This design comes from an exercise in tuning for small area on the open sky130 flow, not from production work. Only simulation tests tie the RTL to the original design; equivalence was not proved.

`design/flow/run.sh`:
```
#!/bin/bash
# synth_recipe.tcl (not shown) runs the flow's synth.tcl, then flattens the netlist and writes it again
# the make line also repeats each setting of config.mk as NAME=value (left out here)
make -C /OpenROAD-flow-scripts/flow DESIGN_CONFIG=/design/flow/config.mk WORK_HOME=/design/flow/orfs CLKGATE_MAP_FILE= SYNTH_SCRIPT=/design/flow/synth_recipe.tcl finish
```
`design/flow/config.mk`:
```
export PLATFORM = sky130hd
export DESIGN_NAME = cordic_pipeline_top
export DESIGN_NICKNAME = cordic_pipeline_top
export VERILOG_FILES = /design/flow/design.v
export SDC_FILE = /design/flow/constraint.sdc
export NUM_CORES = 4
export LEC_CHECK = 0
export CAP_MARGIN = 20
export CORE_MARGIN = 2
export CORE_UTILIZATION = 40
export SLEW_MARGIN = 20
```
`design/flow/constraint.sdc`:
```
create_clock -name core_clock -period 8.0 [get_ports {clk}]
set_input_delay 1.6000 -clock core_clock [delete_from_list [all_inputs] [get_ports {clk}]]
set_output_delay 1.6000 -clock core_clock [all_outputs]
set_load 0.01 [all_outputs]
```
`design/flow/design.v`:
```
module rca16(
    input [15:0] a,
    input [15:0] b,
    input ci,
    output [15:0] s
);
wire [16:0] c;
assign c[0] = ci;
genvar k;
generate for (k = 0; k < 16; k = k + 1) begin : g
    assign s[k] = a[k] ^ b[k] ^ c[k];
    assign c[k+1] = (a[k] & b[k]) | (a[k] & c[k]) | (b[k] & c[k]);
end endgenerate
endmodule
module cordic_pipeline_top(
    input clk,
    input rst_n,
    input en,
    input mode,
    input [15:0] xi,
    input [15:0] yi,
    input [15:0] zi,
    output [15:0] xo,
    output [15:0] yo,
    output [15:0] zo,
    output valid
);
reg [6:0] valid_r;
always @(posedge clk or negedge rst_n)
    if (!rst_n) valid_r <= 7'b0;
    else valid_r <= {valid_r, en};
assign valid = valid_r[6];
wire [15:0] x0 = xi, y0 = yi, z0 = zi;
wire m0 = mode;
wire d0 = m0 ? y0[15] : ~z0[15];
wire [15:0] xs0 = x0;
wire [15:0] ys0 = y0;
wire [15:0] xn0 = d0 ? x0 - ys0 : x0 + ys0;
wire [15:0] yn0 = d0 ? y0 + xs0 : y0 - xs0;
wire [15:0] zn0 = d0 ? z0 - 16'h3244 : z0 + 16'h3244;
wire d1 = m0 ? yn0[15] : ~zn0[15];
wire [15:0] xs1 = {{1{xn0[15]}}, xn0[15:1]};
wire [15:0] ys1 = {{1{yn0[15]}}, yn0[15:1]};
wire [15:0] xn1 = d1 ? xn0 - ys1 : xn0 + ys1;
wire [15:0] yn1 = d1 ? yn0 + xs1 : yn0 - xs1;
wire [15:0] zn1 = d1 ? zn0 - 16'h1DAC : zn0 + 16'h1DAC;
reg [15:0] xr0, yr0, zr0;
reg mr0;
always @(posedge clk) begin
    xr0 <= xn1; yr0 <= yn1; zr0 <= zn1; mr0 <= m0;
end
wire d2 = mr0 ? yr0[15] : ~zr0[15];
wire [15:0] xs2 = {{2{xr0[15]}}, xr0[15:2]};
wire [15:0] ys2 = {{2{yr0[15]}}, yr0[15:2]};
wire [15:0] xn2 = d2 ? xr0 - ys2 : xr0 + ys2;
wire [15:0] yn2 = d2 ? yr0 + xs2 : yr0 - xs2;
wire [15:0] zn2 = d2 ? zr0 - 16'h0FAE : zr0 + 16'h0FAE;
wire d3 = mr0 ? yn2[15] : ~zn2[15];
wire [15:0] xs3 = {{3{xn2[15]}}, xn2[15:3]};
wire [15:0] ys3 = {{3{yn2[15]}}, yn2[15:3]};
wire [15:0] xn3 = d3 ? xn2 - ys3 : xn2 + ys3;
wire [15:0] yn3 = d3 ? yn2 + xs3 : yn2 - xs3;
wire [15:0] zn3 = d3 ? zn2 - 16'h07F5 : zn2 + 16'h07F5;
reg [15:0] xr1, yr1, zr1;
reg mr1;
always @(posedge clk) begin
    xr1 <= xn3; yr1 <= yn3; zr1 <= zn3; mr1 <= mr0;
end
wire d4 = mr1 ? yr1[15] : ~zr1[15];
wire [15:0] xs4 = {{4{xr1[15]}}, xr1[15:4]};
wire [15:0] ys4 = {{4{yr1[15]}}, yr1[15:4]};
wire [15:0] xn4 = d4 ? xr1 - ys4 : xr1 + ys4;
wire [15:0] yn4 = d4 ? yr1 + xs4 : yr1 - xs4;
wire [15:0] zn4 = d4 ? zr1 - 16'h03FF : zr1 + 16'h03FF;
wire d5 = mr1 ? yn4[15] : ~zn4[15];
wire [15:0] xs5 = {{5{xn4[15]}}, xn4[15:5]};
wire [15:0] ys5 = {{5{yn4[15]}}, yn4[15:5]};
wire [15:0] xn5 = d5 ? xn4 - ys5 : xn4 + ys5;
wire [15:0] yn5 = d5 ? yn4 + xs5 : yn4 - xs5;
wire [15:0] zn5 = d5 ? zn4 - 16'h0200 : zn4 + 16'h0200;
reg [15:0] xr2, yr2, zr2;
reg mr2;
always @(posedge clk) begin
    xr2 <= xn5; yr2 <= yn5; zr2 <= zn5; mr2 <= mr1;
end
wire d6 = mr2 ? yr2[15] : ~zr2[15];
wire [15:0] xs6 = {{6{xr2[15]}}, xr2[15:6]};
wire [15:0] ys6 = {{6{yr2[15]}}, yr2[15:6]};
wire [15:0] xn6 = d6 ? xr2 - ys6 : xr2 + ys6;
wire [15:0] yn6 = d6 ? yr2 + xs6 : yr2 - xs6;
wire [15:0] zn6 = d6 ? zr2 - 16'h0100 : zr2 + 16'h0100;
wire d7 = mr2 ? yn6[15] : ~zn6[15];
wire [15:0] xs7 = {{7{xn6[15]}}, xn6[15:7]};
wire [15:0] ys7 = {{7{yn6[15]}}, yn6[15:7]};
wire [15:0] xn7 = d7 ? xn6 - ys7 : xn6 + ys7;
wire [15:0] yn7 = d7 ? yn6 + xs7 : yn6 - xs7;
wire [15:0] zn7 = d7 ? zn6 - 16'h0080 : zn6 + 16'h0080;
reg [15:0] xr3, yr3, zr3;
reg mr3;
always @(posedge clk) begin
    xr3 <= xn7; yr3 <= yn7; zr3 <= zn7; mr3 <= mr2;
end
wire d8 = mr3 ? yr3[15] : ~zr3[15];
wire [15:0] xs8 = {{8{xr3[15]}}, xr3[15:8]};
wire [15:0] ys8 = {{8{yr3[15]}}, yr3[15:8]};
wire [15:0] xn8 = d8 ? xr3 - ys8 : xr3 + ys8;
wire [15:0] yn8 = d8 ? yr3 + xs8 : yr3 - xs8;
wire [15:0] zn8 = d8 ? zr3 - 16'h0040 : zr3 + 16'h0040;
wire d9 = mr3 ? yn8[15] : ~zn8[15];
wire [15:0] xs9 = {{9{xn8[15]}}, xn8[15:9]};
wire [15:0] ys9 = {{9{yn8[15]}}, yn8[15:9]};
wire [15:0] xn9 = d9 ? xn8 - ys9 : xn8 + ys9;
wire [15:0] yn9 = d9 ? yn8 + xs9 : yn8 - xs9;
wire [15:0] zn9 = d9 ? zn8 - 16'h0020 : zn8 + 16'h0020;
reg [15:0] xr4, yr4, zr4;
reg mr4;
always @(posedge clk) begin
    xr4 <= xn9; yr4 <= yn9; zr4 <= zn9; mr4 <= mr3;
end
wire d10 = mr4 ? yr4[15] : ~zr4[15];
wire [15:0] xs10 = {{10{xr4[15]}}, xr4[15:10]};
wire [15:0] ys10 = {{10{yr4[15]}}, yr4[15:10]};
wire [15:0] xn10 = d10 ? xr4 - ys10 : xr4 + ys10;
wire [15:0] yn10 = d10 ? yr4 + xs10 : yr4 - xs10;
wire [15:0] zn10 = d10 ? zr4 - 16'h0010 : zr4 + 16'h0010;
wire d11 = mr4 ? yn10[15] : ~zn10[15];
wire [15:0] xs11 = {{11{xn10[15]}}, xn10[15:11]};
wire [15:0] ys11 = {{11{yn10[15]}}, yn10[15:11]};
wire [15:0] xn11 = d11 ? xn10 - ys11 : xn10 + ys11;
wire [15:0] yn11 = d11 ? yn10 + xs11 : yn10 - xs11;
wire [15:0] zn11 = d11 ? zn10 - 16'h0008 : zn10 + 16'h0008;
reg [15:0] xr5, yr5, zr5;
reg mr5;
always @(posedge clk) begin
    xr5 <= xn11; yr5 <= yn11; zr5 <= zn11; mr5 <= mr4;
end
wire d12 = mr5 ? yr5[15] : ~zr5[15];
wire [15:0] xs12 = {{12{xr5[15]}}, xr5[15:12]};
wire [15:0] ys12 = {{12{yr5[15]}}, yr5[15:12]};
wire [15:0] xn12 = d12 ? xr5 - ys12 : xr5 + ys12;
wire [15:0] yn12 = d12 ? yr5 + xs12 : yr5 - xs12;
wire [15:0] zn12 = d12 ? zr5 - 16'h0004 : zr5 + 16'h0004;
wire d13 = mr5 ? yn12[15] : ~zn12[15];
wire [15:0] xs13 = {{13{xn12[15]}}, xn12[15:13]};
wire [15:0] ys13 = {{13{yn12[15]}}, yn12[15:13]};
wire [15:0] xn13 = d13 ? xn12 - ys13 : xn12 + ys13;
wire [15:0] yn13 = d13 ? yn12 + xs13 : yn12 - xs13;
wire [15:0] zn13 = d13 ? zn12 - 16'h0002 : zn12 + 16'h0002;
reg [15:0] xr6, yr6, zr6;
reg mr6;
always @(posedge clk) begin
    xr6 <= xn13; yr6 <= yn13; zr6 <= zn13; mr6 <= mr5;
end
wire d14 = mr6 ? yr6[15] : ~zr6[15];
wire [15:0] xs14 = {{14{xr6[15]}}, xr6[15:14]};
wire [15:0] ys14 = {{14{yr6[15]}}, yr6[15:14]};
wire [15:0] xn14 = d14 ? xr6 - ys14 : xr6 + ys14;
wire [15:0] yn14 = d14 ? yr6 + xs14 : yr6 - xs14;
wire [15:0] zn14 = d14 ? zr6 - 16'h0001 : zr6 + 16'h0001;
assign xo = xn14;
assign yo = yn14;
assign zo = zn14;
endmodule
```
==> impl_metrics.py <==
metrics = {
    "setup_path": {
        "cp_data_arrival_time_ps": 7740,
        "slowest_delay_ps": 700,
        "cpMaxStageDelayCell": "dfxtp_1",
        "worst_setup_path_end_kind": "flop",
        "required_ps": 8500,
        "r2r_cells": 26,
        "rrSetupSlack_ps": 750,
        "worstSetupPathType": "flop to flop",
        "cp_common_cell": "ha_1",
        "critical_path.startpoint_type": "flop",
        "r2r-end": "yr4[15]",
        "worst-path-max-fanout": 16,
        "r2r_start": "mr3",
    },
    "clock_tree": {
        "clock_path_buffers": 3,
        "root_buffer": "clkbuf_16",
        "clkLatencyLatePin_ps": 630,
        "clk_pin_slew_ps": 60,
        "cts_htree_levels": 2,
        "cts_sinks": 350,
        "hold_buffers": 0,
        "cts_tree": "built",
        "cts_made_buffers": 44,
    },
    "logic_synthesis": {
        "syn_inst": 5373,
        "synthAdderAreaFrac": 0.231,
        "syn-num-nets": 6179,
        "synth_top_area_share": 0.210,
        "synthMuxAreaShare": 0.0103,
        "synthTopCellsByArea": "ha_1 21%, dfxtp_1 16%, xnor2_1 9.9%",
        "yosys.area_share.simple": 0.173,
        "synth_xor_xnor_area_share": 0.140,
        "avgSynthCellArea_um2": 7.88,
        "synth-warning-count": 1,
        "yosysSeqAreaShare": 0.166,
        "ys_types": 103,
        "synth_edf_count": 0,
        "synth_top_family_by_area": "compound AO/OA/AOI/OAI gates",
        "syn_area_um2": 42300,
        "synth_top_area_cell": "ha_1",
        "synth_compound_area_frac": 0.231,
        "ys_ff_latch": 350,
        "async_flop_share": 0.0200,
        "ys.flop_type": "dfxtp_1",
    },
    "timing": {
        "timing.final.crit_share": 0.906,
        "whs_ps": 293,
        "fin_worst_skew_ps": 45.8,
        "rsz0062_at_grt": "no",
        "drv_slew": 0,
        "finalCriticalPeriod_ps": 7250,
        "timing.setup.tns_ps": 0,
        "fmax_mhz": 138,
        "hold_viol_final": 0,
        "setup_viol": 0,
        "slew_headroom": 0.291,
        "tightestPinTransition_ps": 1040,
    },
    "global_routing": {
        "grt_pass1_vias": 35300,
        "grt-ovfl-total": 0,
        "grt_pass1_wl_mm": 171,
        "grt_max_degree": 37,
        "antenna_found_initial": 2,
        "grt_usage": 0.188,
    },
    "finish": {
        "mostFrequentLayoutCells": "709 x ha_1, 523 x nor2_1, 477 x xnor2_1",
        "fin_nets": 6281,
        "diodes": 0,
        "area_delta_synth_final_pct": 9.91,
        "final_common_cell": "ha_1",
        "drive_gt1_frac": 0.0361,
        "fillers": 10600,
    },
    "die": {
        "die_w_um": 329,
        "die-area_um2": 108000,
        "fp-row-count": 119,
        "die_h_um": 329,
        "pin_count": 101,
        "start_util": 0.403,
        "core_um2": 105000,
    },
    "status": {
        "status": "no timing/DRC/antenna violations",
    },
    "placement": {
        "place_congestion": 0.870,
        "port_buffers": 100,
        "dp_hpwl_mm": 85.5,
    },
    "detailed_routing": {
        "wl_mm": 103,
        "wire_per_inst_um": 14.9,
        "vias_per_cell": 5.36,
        "route.vias.total": 37000,
        "first_pass_iters": 5,
        "ant_nets": 0,
        "drtIter0Drc": 1879,
        "drc_errors": 0,
    },
    "hold_path": {
        "min-delay-start": "zr2[4]",
        "holdPathStages": 0,
        "worstHoldEndpoint": "zr3[4]",
        "hold_path.class": "flop to flop",
    },
    "job": {
        "maxCapViolations": 0,
    },
}
-- stage by stage --
stage / cells / util / setup slack [ps] / area, µm²
global route: 6900 / 0.443 / 76.6 / 46500
detailed placement: 6820 / 0.428 / 565 / 45000
global placement: 6820 / 0.428 / 607 / 45000
CTS: 6900 / 0.443 / 615 / 46500
floorplan: 5373 / - / 991 / 42300
finish: 6900 / 0.443 / 752 / 46500
-- registers in the layout, summed over array words and instances (netlist names), 7 cells and up --
signal / cells
valid_r: 7
xr0: 16
xr1: 16
xr2: 16
xr3: 16
xr4: 16
xr5: 16
xr6: 16
yr0: 16
yr1: 16
yr2: 16
yr3: 16
yr4: 16
yr5: 16
yr6: 16
zr0: 16
zr1: 16
zr2: 16
zr3: 16
zr4: 16
zr5: 16
zr6: 16
-- worst max-delay path, delay by kind of cell (launching register included) --
kind,cells,cell delay (ps)
AND/OR/NAND/NOR,8,2060
XOR/XNOR,3,790
buffers and inverters,2,400
AO/OA/AOI/OAI,9,2100
flip-flops,1,700
adder cells (fa/ha/maj),4,1100
-- layout make-up --
class / count / area (µm²) / area share
Multi-Input combinational cell: 4488 / 33200 / 0.714
Sequential cell: 350 / 7040 / 0.151
Tap cell: 1391 / 1740 / 0.0374
Inverter: 462 / 1730 / 0.0373
Clock buffer: 61 / 1240 / 0.0268
Timing Repair Buffer: 129 / 1220 / 0.0262
Clock inverter: 19 / 307 / 0.00659
-- per-layer routing --
layer	track usage	vias to the layer above	wire length (µm)
li1	-	19300	-
met1	0.239	17000	47900
met2	0.334	577	48800
met3	0.0216	126	3740
met4	0.0475	2	2380
met5	0	-	10
-- repair_timing --
item | CTS | global route
setup endpoints to repair | 0 | 2
buffers inserted | 0 | 0
resized for setup | 0 | 1
-- cells by family (layout without fill, tap and decap cells) --
kind of cell	after synthesis	after routing
muxes	41	41
xor gates and xnor gates	669	669
DFF	350	350
and+or+nand+nor	1531	1531
adders and majority gates	754	754
AOI/OAI and AO/OA	1493	1493
buffers and inverters	535	671
-- worst max path at each step --
stage,startpoint,end,slack (ps),cells past startpoint
global route,mr3,yr4[15],80,26
floorplan,mode,xr0[15],990,33
CTS,mr3,yr4[15],610,26
finish,mr3,yr4[15],750,26
global placement,xi[1],xr0[15],610,25
detailed placement,xi[1],zr0[15],570,23
-- cells in the mapped netlist (48+ instances only) --
library cell,instances
o21ai_0,321
a21boi_0,62
inv_1,450
ha_1,709
a21oi_1,378
nand2_1,354
xnor2_1,477
a21o_1,133
xor2_1,188
nor2_1,523
dfxtp_1,343
o21a_1,86
nand3_1,73
nor2b_1,96
a31oi_1,48
o211ai_1,66
a211oi_1,48
or3_1,52
nand2b_1,65
o21bai_1,52
nor3_1,128

-- what the ideal ports hide --
How much do the figures lean on ideal ports? The routed layout below was timed once more, with nothing changed but the port constraints.
Step 1: set_driving_cell puts a clkbuf_16 on clk and a buf_2 on each other input, an assumption about the parent block.
Step 2 also shifts input and output timing later by t, the mid clock arrival at the registers, as if the neighbouring blocks saw the same clock.
Slacks: no drivers / after step 1 / after step 2; pairs: no drivers / after step 1.
t (ns): 0.672
slack for setup (ns): 0.752 / 0.752 / 0.387
worst setup path at the end: input to register
worst data-port slew with drivers (ns): 0.04
After both steps this run still meets setup and hold. The setup slack of this run moves by 0.000 ns with the drivers and by -0.365 ns with both steps.
